Source: an optimization exercise on an open RTL-to-GDS flow (aim: small area and a short achievable clock period). Production flows keep margins and buffers that such runs may drop.
Where RTL was checked, it was by simulation tests only, not by an equivalence proof against the original.
The clock port is modelled as an ideal driver; clocking choices that lean on that would not hold on a real chip.
No activity file was given, so power comes from the tool's default toggle rates.

==> flow/design.v (excerpt) <==
module ALU_DESIGN #(parameter DW = 8, CW = 4)(INP_VALID,OPA,OPB,CIN,CLK,RST,CMD,CE,MODE,COUT,OFLOW,RES,G,E,L,ERR);
For scale: about 810 cells after synthesis, roughly 59 flip-flops, ~43 I/O pins.
clock: 5.0 ns
lec_check: 0
cap_margin: 20
core_margin: 2
core_utilization: 40
setup_slack_margin: 2.4
slew_margin: 20
standard.sh (not shown) runs the stock make flow with config.mk's settings and CLKGATE_MAP_FILE= SYNTH_SCRIPT=/design/flow/synth_recipe.tcl, a recipe that flattens the netlist after the stock synthesis.
==> flow/flow/run.sh <==
#!/bin/bash
# Layout flow: the standard ORFS flow (standard.sh) with these changes:
#  - Synthesis: the standard script (synth_recipe.tcl, which sources ORFS's
#    synth.tcl), whose passes up to and including dfflibmap are unchanged, so
#    the registers are the standard synthesis's. Then:
#      * no full/half-adder extraction (ADDER_MAP_FILE empty);
#      * no quick ABC run inside Yosys's synth (-noabc);
#      * the final ABC mapping runs in two parts: first everything but the
#        logic downstream of the CIN port, then that logic on its own
#        (flow/syn.abc, then flow/late.abc), so that ABC cannot fold CIN,
#        which arrives late, into the start of the adder's carry chain.
#  - Port buffers: sky130_fd_sc_hd__buf_2 instead of the default delay cells.
#  - CTS without dummy loads.
#  - After CTS, flow/skew.tcl delays the clock of the output registers:
#    useful skew for the register-to-register paths into them. The repair
#    after it sees CIN and MODE arriving later than they do, so that no
#    input path relies on that skew.
# Each tool's full output goes to flow_standard.log and orfs/logs (copied to
# flow_orfs_logs).
set -uo pipefail
W=$(pwd)
{
  head -n 1 synth_recipe.tcl
  cat <<EOT
proc synth {args} { yosys synth -nofsm -noshare -noabc {*}\$args }
proc abc {args} {
  set i [lsearch \$args -script]
  set g {\$_AND_,\$_OR_,\$_XOR_,\$_XNOR_,\$_MUX_,\$_NOT_,\$_NAND_,\$_NOR_,\$_ANDNOT_,\$_ORNOT_}
  yosys select -set late w:CIN %co*:+\$g
  lset args [expr {\$i + 1}] $W/flow/syn.abc
  puts "flow/run.sh: abc \$args * @late %d"
  yosys abc {*}\$args * @late %d
  lset args [expr {\$i + 1}] $W/flow/late.abc
  puts "flow/run.sh: abc \$args @late"
  yosys abc {*}\$args @late
}
EOT
  tail -n +2 synth_recipe.tcl
} > my_synth.tcl
bash standard.sh SYNTH_SCRIPT=$W/my_synth.tcl ADDER_MAP_FILE= \
  "BUFFER_PORTS_ARGS=-buffer_cell sky130_fd_sc_hd__buf_2" \
  "CTS_ARGS=-sink_clustering_enable -repair_clock_nets -dont_use_dummy_load" \
  POST_CTS_TCL=$W/flow/skew.tcl finish > flow_standard.log 2>&1
rc=$?
cp -r orfs/logs flow_orfs_logs 2>/dev/null
exit $rc
Other scripts of this flow, unchanged in this note and not shown: flow/flow/late.abc, flow/flow/skew.tcl, flow/flow/syn.abc
Change:
--- a/flow/design.v
+++ b/flow/design.v
@@ -176,42 +176,51 @@
   wire s0 = B[0];
   wire s1 = B[1] ^ (C[0] & B[0]);
   wire s2 = B[2] ^ (C[0] & (B[1] | B[0]));
   wire [7:0] r1 = s0 ? {A[6:0], A[7]} : A;
   wire [7:0] r2 = s1 ? {r1[5:0], r1[7:6]} : r1;
   wire [7:0] r3 = s2 ? {r2[3:0], r2[7:4]} : r2;
   wire [7:0] lrot = (c12 | c13) ? r3 : 8'd0;
+  reg Z;
+  wire ma = MODE & ~RST;
+  wire ml = ~MODE & ~RST;
   wire [9:0] ares =
-      ({10{~C[3] | c10}} & sum) |
-      ({10{c9}} & prod);
-  wire [9:0] res_n = MODE ? ares : {2'b00, lres | lrot};
-  wire cout_n  = MODE & (c0 | c2) & sum[8];
-  wire oflow_n = MODE & (c1 | c3) & a_lt_b;
-  wire e_n     = MODE & c8 & a_eq_b;
-  wire g_n     = MODE & c8 & ~a_lt_b & ~a_eq_b;
-  wire l_n     = MODE & c8 & a_lt_b;
-  wire err_n   = ~MODE & c12 & (|B[7:4]);
+      ({10{~C[3] | (c10 & ~Z)}} & sum) |
+      ({10{c9 & ~Z}} & prod);
+  wire [9:0] res_n = ({10{ma}} & ares) | {2'b00, {8{ml}} & (lres | lrot)};
+  wire cout_n  = ma & (c0 | c2) & sum[8];
+  wire oflow_n = ma & (c1 | c3) & a_lt_b;
+  wire e_n     = ma & c8 & a_eq_b;
+  wire g_n     = ma & c8 & ~a_lt_b & ~a_eq_b;
+  wire l_n     = ma & c8 & a_lt_b;
+  wire err_n   = ml & c12 & (|B[7:4]);
   wire upd = CE & (RST | (VA & VB));
   always @(posedge CLK) begin
     if (upd) begin
-      RES   <= RST ? 10'd0 : res_n;
-      COUT  <= !RST & cout_n;
-      OFLOW <= !RST & oflow_n;
-      G     <= !RST & g_n;
-      E     <= !RST & e_n;
-      L     <= !RST & l_n;
+      RES   <= res_n;
+      COUT  <= cout_n;
+      OFLOW <= oflow_n;
+      G     <= g_n;
+      E     <= e_n;
+      L     <= l_n;
     end
   end
   always @(posedge CLK) begin
     if (timeout_err)
       ERR <= 1'b1;
     else if (upd)
-      ERR <= !RST & err_n;
-  end
-  wire pq_upd = CE & (RST | (VA & VB & MODE & (c9 | c10)));
+      ERR <= err_n;
+  end
+  wire pq_upd = CE & ~RST & VA & VB & MODE & (c9 | c10);
+  always @(posedge CLK) begin
+    if (CE & RST)
+      Z <= 1'b1;
+    else if (pq_upd)
+      Z <= 1'b0;
+  end
   always @(posedge CLK) begin
     if (pq_upd) begin
-      P <= RST ? 8'd0 : (c9 ? pinc : {A[6:0], 1'b0});
-      Q <= RST ? 8'd0 : (c9 ? qinc : B);
+      P <= c9 ? pinc : {A[6:0], 1'b0};
+      Q <= c9 ? qinc : B;
     end
   end
 endmodule
Sequential power is about the same.
Power drops by about 16%.
Core utilization climbs by 0.44 points.
Worst setup slack gets worse by 0.085 ns.
Final cell count drops by 4.3%.


ALU_DESIGN, a different RTL version from the one above (not shown whole).
For scale: roughly 940 cells after synthesis, ~59 flip-flops, about 43 I/O pins.
clock: 5.0 ns
lec_check: 0
cap_margin: 20
core_margin: 2
core_utilization: 40
setup_slack_margin: 1.9
slew_margin: 20
==> flow/flow/run.sh <==
#!/bin/bash
# Layout flow: the standard ORFS flow (standard.sh), with two changes:
#  - synthesis is the standard script (synth_recipe.tcl, ORFS synth.tcl) except
#    that full/half-adder extraction is off (ADDER_MAP_FILE empty) and the
#    final ABC mapping runs flow/syn.abc instead of ORFS's speed script;
#    the registers are unchanged (same passes up to dfflibmap);
#  - the port buffers are sky130_fd_sc_hd__buf_2 cells instead of the
#    default delay cells.
set -uo pipefail
W=$(pwd)
{
  head -n 1 synth_recipe.tcl
  cat <<EOT
proc abc {args} {
  set i [lsearch \$args -script]
  lset args [expr {\$i + 1}] $W/flow/syn.abc
  puts "flow/run.sh: abc \$args"
  yosys abc {*}\$args
}
EOT
  tail -n +2 synth_recipe.tcl
} > my_synth.tcl
bash standard.sh SYNTH_SCRIPT=$W/my_synth.tcl ADDER_MAP_FILE= \
  "BUFFER_PORTS_ARGS=-buffer_cell sky130_fd_sc_hd__buf_2" finish > flow_standard.log 2>&1
rc=$?
cp -r orfs/logs flow_orfs_logs 2>/dev/null
exit $rc
==> flow/flow/syn.abc <==
strash
dch
map
topo
buffer -c
upsize -c
dnsize -c
stime -c
The starting point finished clean.
Change:
--- a/flow/design.v
+++ b/flow/design.v
@@ -47,31 +47,40 @@
   wire c2  = (C == 4'd2);
   wire c3  = (C == 4'd3);
   wire c4  = (C == 4'd4);
   wire c5  = (C == 4'd5);
   wire c6  = (C == 4'd6);
   wire c7  = (C == 4'd7);
   wire c8  = (C == 4'd8);
   wire c9  = (C == 4'd9);
   wire c10 = (C == 4'd10);
   wire c11 = (C == 4'd11);
   wire c12 = (C == 4'd12);
   wire c13 = (C == 4'd13);
-  wire xa    = C[3] ? C[0] : ~(C[2] & C[1]);
-  wire x1    = ~C[3] & C[2] & C[1] & ~C[0];
-  wire xp    = C[3] & C[1] & ~C[0];
-  wire ybsel = ~C[3] & ~(C[2] & ~C[1]);
-  wire yinv  = ~C[2] & C[0];
-  wire y1    = ~C[3] & C[2] & ~C[1] & C[0];
-  wire ci    = c1 | c7 | c9 | c10 | (c2 & CIN) | (c3 & ~CIN);
+  function [8:0] adder_sel(input [3:0] k);
+    adder_sel = {k[3] ? k[0] : ~(k[2] & k[1]),         
+                 ~k[3] & k[2] & k[1] & ~k[0],          
+                 k[3] & k[1] & ~k[0],                  
+                 ~k[3] & ~(k[2] & ~k[1]),              
+                 ~k[2] & k[0],                         
+                 ~k[3] & k[2] & ~k[1] & k[0],          
+                 (k == 4'd1) | (k == 4'd7) | (k == 4'd9) | (k == 4'd10),  
+                 k == 4'd2,                            
+                 k == 4'd3};                           
+  endfunction
+  reg [8:0] S;
+  always @(posedge CLK)
+    if (|INP_VALID) S <= adder_sel(CMD);
+  wire xa = S[8], x1 = S[7], xp = S[6], ybsel = S[5], yinv = S[4], y1 = S[3];
+  wire ci = S[2] | (S[1] & CIN) | (S[0] & ~CIN);
   wire [7:0] xl = ({8{xa}} & A) | ({8{xp}} & P) | {8{x1}};
   wire [7:0] yl = ({8{ybsel}} & (B ^ {8{yinv}})) | {8{y1}} | ({8{xp}} & ~Q);
   wire xh = x1;
   wire yh = (ybsel & yinv) | y1 | xp;
   wire [10:0] sum_c = {xh, xh, xl, 1'b1} + {yh, yh, yl, ci};
   wire [9:0] sum = sum_c[10:1];
   wire a_lt_b = A < B;
   wire a_eq_b = A == B;
   wire [63:0] pp;
   genvar gi, gj;
   generate for (gi = 0; gi < 8; gi = gi + 1) begin : g_pp
     for (gj = 0; gj < 8; gj = gj + 1) begin : g_ppj
What happened:
- clock power shrinks by about 3%
- design area increases by 2.0%
- clock-buffer cell count stays the same
- clock skew barely changes
- area after synthesis increases by 4.2%
- wire length falls by 2.4%
- final cell count went up by 2.8%
- power is lower by 0.50%
- setup slack got worse by 7.8 ps
- synthesized cell count climbs by 1.7%
The RTL of the second run of this note was laid out without a check of its function.

what the ideal ports hide:
Ports are ideal in the flow. The routed layouts listed here were re-timed in OpenROAD. Step 1 assumes that a clkbuf_16 drives the clock port and a buf_2 every other input. Step 2, shift: input delay + t, output delay - t, t = (earliest + latest rising clock arrival at the registers) / 2. This alone moves slack from input paths to output paths. a / b / c = no drivers / after step 1 / after step 2; a / b = the first two.
| run | t (ns) | slack for setup (ns) | clock arrival spread, ns |
|---|---|---|---|
| the first run of note 1 | 0.676 | 2.530 / 2.498 / 2.045 | 0.618 / 0.618 |
| the second run of note 1 | 0.672 | 2.446 / 2.408 / 2.453 | 0.629 / 0.630 |
| the first run of note 2 | 0.368 | 2.056 / 2.056 / 2.056 | 0.007 / 0.007 |
| the second run of note 2 | 0.372 | 2.048 / 2.048 / 2.048 | 0.007 / 0.007 |
In the first run of note 1 and the second run of note 1 the clock reaches the registers at very different times; t lies between them, and the last value is a rough guide only. The setup slack of the first run of note 1, which loses most, moves by -0.032 ns with the drivers and by -0.485 ns with both steps.
